Context: an optimization exercise on an open-source flow, tuned for small area, a short achievable clock period and few clock cycles. The choices shown serve that exercise and are no tape-out recipe.
Only simulation tests tie the RTL to the original design; equivalence was not proved.
Power figures rest on the tool's default switching activity, not on a simulated workload.

==> flow/design.v <==
module SME(clk,reset,chardata,isstring,ispattern,valid,match,match_index);
input clk;
input reset;
input [7:0] chardata;
input isstring;
input ispattern;
output match;
output [4:0] match_index;
output valid;
integer i;
reg [7:0] S [0:31];      
reg [7:0] pstn [2:7];    
reg [4:0] off;           
reg [4:0] wp;            
reg       str_ff;        
reg       pat_ff;        
reg [3:0] jcnt;          
reg       rep;           
reg       rend;          
reg       valid_r;
reg       caret;         
reg       stopped;       
reg [31:0] c;            
reg [4:0] b;             
reg [7:0] rb;            
reg       match_r;
reg [4:0] idx_r;
assign valid = valid_r;
assign match = match_r;
assign match_index = idx_r;
function [6:0] pe8;
    input [7:0] v;
    input [23:0] pl;
    reg [7:0] a;
    reg [5:0] q [0:7];       
    integer n, k;
    begin
        a = v;
        for (k = 0; k < 8; k = k + 1) q[k] = {3'd0, pl[3*k +: 3]};
        for (n = 0; n < 3; n = n + 1) begin
            for (k = 0; k < 8; k = k + 1) begin
                if (k % (2 << n) == 0) begin
                    if (!a[k]) q[k] = q[k + (1 << n)];
                    q[k][3 + n] = ~a[k];
                    a[k] = a[k] | a[k + (1 << n)];
                end
            end
        end
        pe8 = {a[0], q[0]};
    end
endfunction
function [3:0] pe4;
    input [3:0] v;
    input [3:0] pb;
    begin
        pe4[3]   = |v;
        pe4[2:1] = v[0] ? 2'd0 : v[1] ? 2'd1 : v[2] ? 2'd2 : 2'd3;
        pe4[0]   = v[0] ? pb[0] : v[1] ? pb[1] : v[2] ? pb[2] : pb[3];
    end
endfunction
function [4:0] add5;
    input [4:0] a, b;
    reg cy;
    integer n;
    begin
        cy = 1'b0;
        for (n = 0; n < 5; n = n + 1) begin
            add5[n] = cy ? ~(a[n] ^ b[n]) : (a[n] ^ b[n]);
            cy = (a[n] ^ b[n]) ? cy : a[n];
        end
    end
endfunction
function [31:0] thermo;
    input [4:0] a;
    reg le;
    integer n, k;
    begin
        for (k = 0; k < 32; k = k + 1) begin
            le = 1'b1;                       
            for (n = 0; n < 5; n = n + 1)
                le = (a[n] == k[n]) ? le : k[n];
            thermo[k] = le;
        end
    end
endfunction
wire       pv   = ispattern | rep;
reg  [7:0] rnext;                
always @(*) begin
    case (jcnt[2:0])
        3'd1: rnext = ~pstn[2];
        3'd2: rnext = ~pstn[3];
        3'd3: rnext = ~pstn[4];
        3'd4: rnext = ~pstn[5];
        3'd5: rnext = ~pstn[6];
        3'd6: rnext = ~pstn[7];
        default: rnext = 8'h00;
    endcase
end
wire [7:0] src   = rep ? rb : chardata;
wire       first = (jcnt == 4'd0);
wire       isC   = rep ? (rb == 8'h5E) : (chardata == 8'h5E);
wire       zero  = rep ? (rb == 8'h00) : (chardata == 8'h00);
wire       stopc = zero & (~caret | (jcnt != 4'd1));
wire       skip  = first ? isC : (stopped | stopc);
reg [31:0] eq;
always @(*) begin
    for (i = 0; i < 32; i = i + 1) eq[i] = (S[i] == src);
end
wire [31:0] x = (first ? 32'hFFFFFFFF : c) & (eq | {32{skip}});
wire term   = pat_ff & ~ispattern;
wire repgo  = term & caret & (jcnt == 4'd1);
wire endc   = (term & ~repgo) | rend;
wire noterm = ~caret & ~stopped & jcnt[3];
wire [31:0] pr = c & {c[0], c[31:1]};
wire [3:0]  ml = {1'b1, b[1:0] != 2'd3, ~b[1], b[1:0] == 2'd0};   
reg  [7:0]  anyU, anyA;
reg  [23:0] plU, plA;
reg  [3:0]  gu, gm;
always @(*) begin
    for (i = 0; i < 8; i = i + 1) begin
        gu = pe4(c[4*i +: 4], pr[4*i +: 4]);
        gm = pe4(c[4*i +: 4] & ml, pr[4*i +: 4]);
        anyU[i] = gu[3];
        plU[3*i +: 3] = gu[2:0];
        anyA[i] = (i > b[4:2]) ? gu[3] : (i == b[4:2]) ? gm[3] : 1'b0;
        plA[3*i +: 3] = (i == b[4:2]) ? gm[2:0] : gu[2:0];
    end
end
wire [6:0] pa = pe8(anyA, plA);
wire [6:0] pc = pe8(anyU, plU);
wire [4:0] ks  = pa[6] ? {pa[5:3], pa[2:1]} : {pc[5:3], pc[2:1]};   
wire       nxt = pa[6] ? pa[0] : pc[0];
wire found = pc[6] & ~noterm;
reg       end2;          
reg       nxt_r;
reg [4:0] ks_r;
reg  [4:0] d_r;
wire [4:0] idx  = add5(ks_r, 5'd2 - b);  
wire [4:0] offn = add5(ks_r, d_r);      
wire [4:0] slot = str_ff ? wp : off;
always @(posedge clk or posedge reset) begin
    if (reset) begin
        for (i = 0; i < 32; i = i + 1) S[i] <= 8'h00;
    end else if (isstring) begin
        for (i = 0; i < 32; i = i + 1) if (slot == i) S[i] <= chardata;
    end
end
always @(posedge clk or posedge reset) begin
    if (reset) begin
        for (i = 2; i < 8; i = i + 1) pstn[i] <= 8'h00;
    end else begin
        for (i = 2; i < 8; i = i + 1)
            if ((ispattern | term) && jcnt == i) pstn[i] <= ispattern ? ~chardata : 8'hFF;
    end
end
always @(posedge clk or posedge reset) begin
    if (reset) begin
        off <= 5'd0;
        wp <= 5'd0;
        str_ff <= 1'b0;
        pat_ff <= 1'b0;
        jcnt <= 4'd0;
        rep <= 1'b0;
        rend <= 1'b0;
        valid_r <= 1'b0;
        end2 <= 1'b0;
    end else begin
        str_ff <= isstring;
        pat_ff <= ispattern;
        if (end2) off <= offn;
        wp <= slot + 5'd1;
        if (pv) jcnt <= jcnt + 4'd1;
        else if (repgo) jcnt <= 4'd1;
        else jcnt <= 4'd0;
        rep <= repgo | (rep & (jcnt != 4'd7));
        rend <= rep & (jcnt == 4'd7);
        end2 <= endc & found;
        valid_r <= (endc & ~found) | end2;    
    end
end
always @(posedge clk) begin
    if (pv) begin
        if (first) begin
            caret <= isC;
            stopped <= 1'b0;
        end else if (stopc) stopped <= 1'b1;
    end
    rb <= rep ? rnext : 8'h00;
    nxt_r <= nxt;
    ks_r <= ks;
    d_r <= off - b + 5'd1;
    match_r <= end2 & nxt_r;
    idx_r <= end2 ? idx : 5'd1;
end
always @(posedge clk or posedge reset) begin
    if (reset) begin
        c <= 32'd0;
        b <= 5'd0;
    end else if (pv) begin
        c <= {x[30:0], x[31]};
        b <= first ? (isC ? off : off + 5'd1) : b + 5'd1;
    end
end
endmodule
Settings: LEC_CHECK=0, ABC_AREA=1, CAP_MARGIN=20, CORE_MARGIN=2, CORE_UTILIZATION=50, CTS_BUF_LIST=sky130_fd_sc_hd__clkbuf_8 sky130_fd_sc_hd__clkbuf_16, CTS_CLUSTER_DIAMETER=60, CTS_CLUSTER_SIZE=20, SETUP_SLACK_MARGIN=3.8, SLEW_MARGIN=20; clock period 6.0 ns.
run.sh (not shown) runs the stock make flow with config.mk's settings and CLKGATE_MAP_FILE= SYNTH_SCRIPT=/design/flow/synth_recipe.tcl, a recipe that flattens the netlist after the stock synthesis.
The baseline finished clean.
Testbench counts at the start, summed over its fixed seeds: cycles 3,283.
Rerun with:
- ABC_AREA: 1 -> unset
- CORE_UTILIZATION: 50 -> 60
- SETUP_SLACK_MARGIN: 3.8 -> 3.6
What happened:
- die area shrinks by about a fifth
- via count fell by about a fifth
- worst setup slack got worse by 0.27 ns
- synthesized area goes down by a few percent
- global-route usage is higher by 3.6 points
- flip-flop and latch count stays the same
- register-to-register slack gets worse by 0.40 ns
- core utilization is higher by 14 points
- clock skew climbs by 0.0070 ns
- worst hold slack improved by 0.0070 ns
- power climbs by a few percent
Rerun with:
- ABC_AREA: unset -> 1
The changed run passed the timing, DRC and antenna checks; clock skew goes down by 0.0094 ns; fmax goes up by 6.3%; die area goes up by 2.9%; cell count goes up by 33%; hold slack is worse by 0.023 ns; critical path depth goes down by 4.
Rerun with:
- SETUP_SLACK_MARGIN: 3.6 -> 4.0
What happened: Register-to-register slack is better by 0.09 ns. Worst setup slack is better by 0.066 ns. Wire length grows by about a fifth. Cell count grows by a few percent. Cell area grows by roughly a tenth. Combinational power grows by a quarter to a third. Die area is unchanged. Area after synthesis stays the same. Core utilization grows by 8.2 points. Power grows by about a fifth.

[static timing again, ports no longer ideal]
No port has a modelled driver above. Below, the same layouts with a new extraction and two added sets of constraints. Step 1 sets driving cells, clkbuf_16 on the clock port and buf_2 on the other inputs (assumed; they add their load-dependent delay and slew). Step 2 adds t to the input delays and takes it off the output delays; t is the mean of the earliest and latest rising clock arrival at the registers after step 1. Input paths then give back, and output paths get back, about the clock's delay inside the block. Slacks: no drivers / after step 1 / after step 2; pairs: no drivers / after step 1.
| run | t, ns | slack for setup (ns) | worst slew at a driven data input, ns |
|---|---|---|---|
| the first run | 0.650 | 3.693 / 3.638 / 3.179 | 0.04 |
| the second run | 0.589 | 3.425 / 3.425 / 2.964 | 0.21 |
| the third run | 0.655 | 3.578 / 3.578 / 2.946 | 0.04 |
| the fourth run | 0.599 | 3.644 / 3.676 / 3.078 | 0.07 |
After both steps every run listed still meets setup and hold. The setup slack of the third run, which loses most, moves by 0.000 ns with the drivers and by -0.632 ns with both steps.
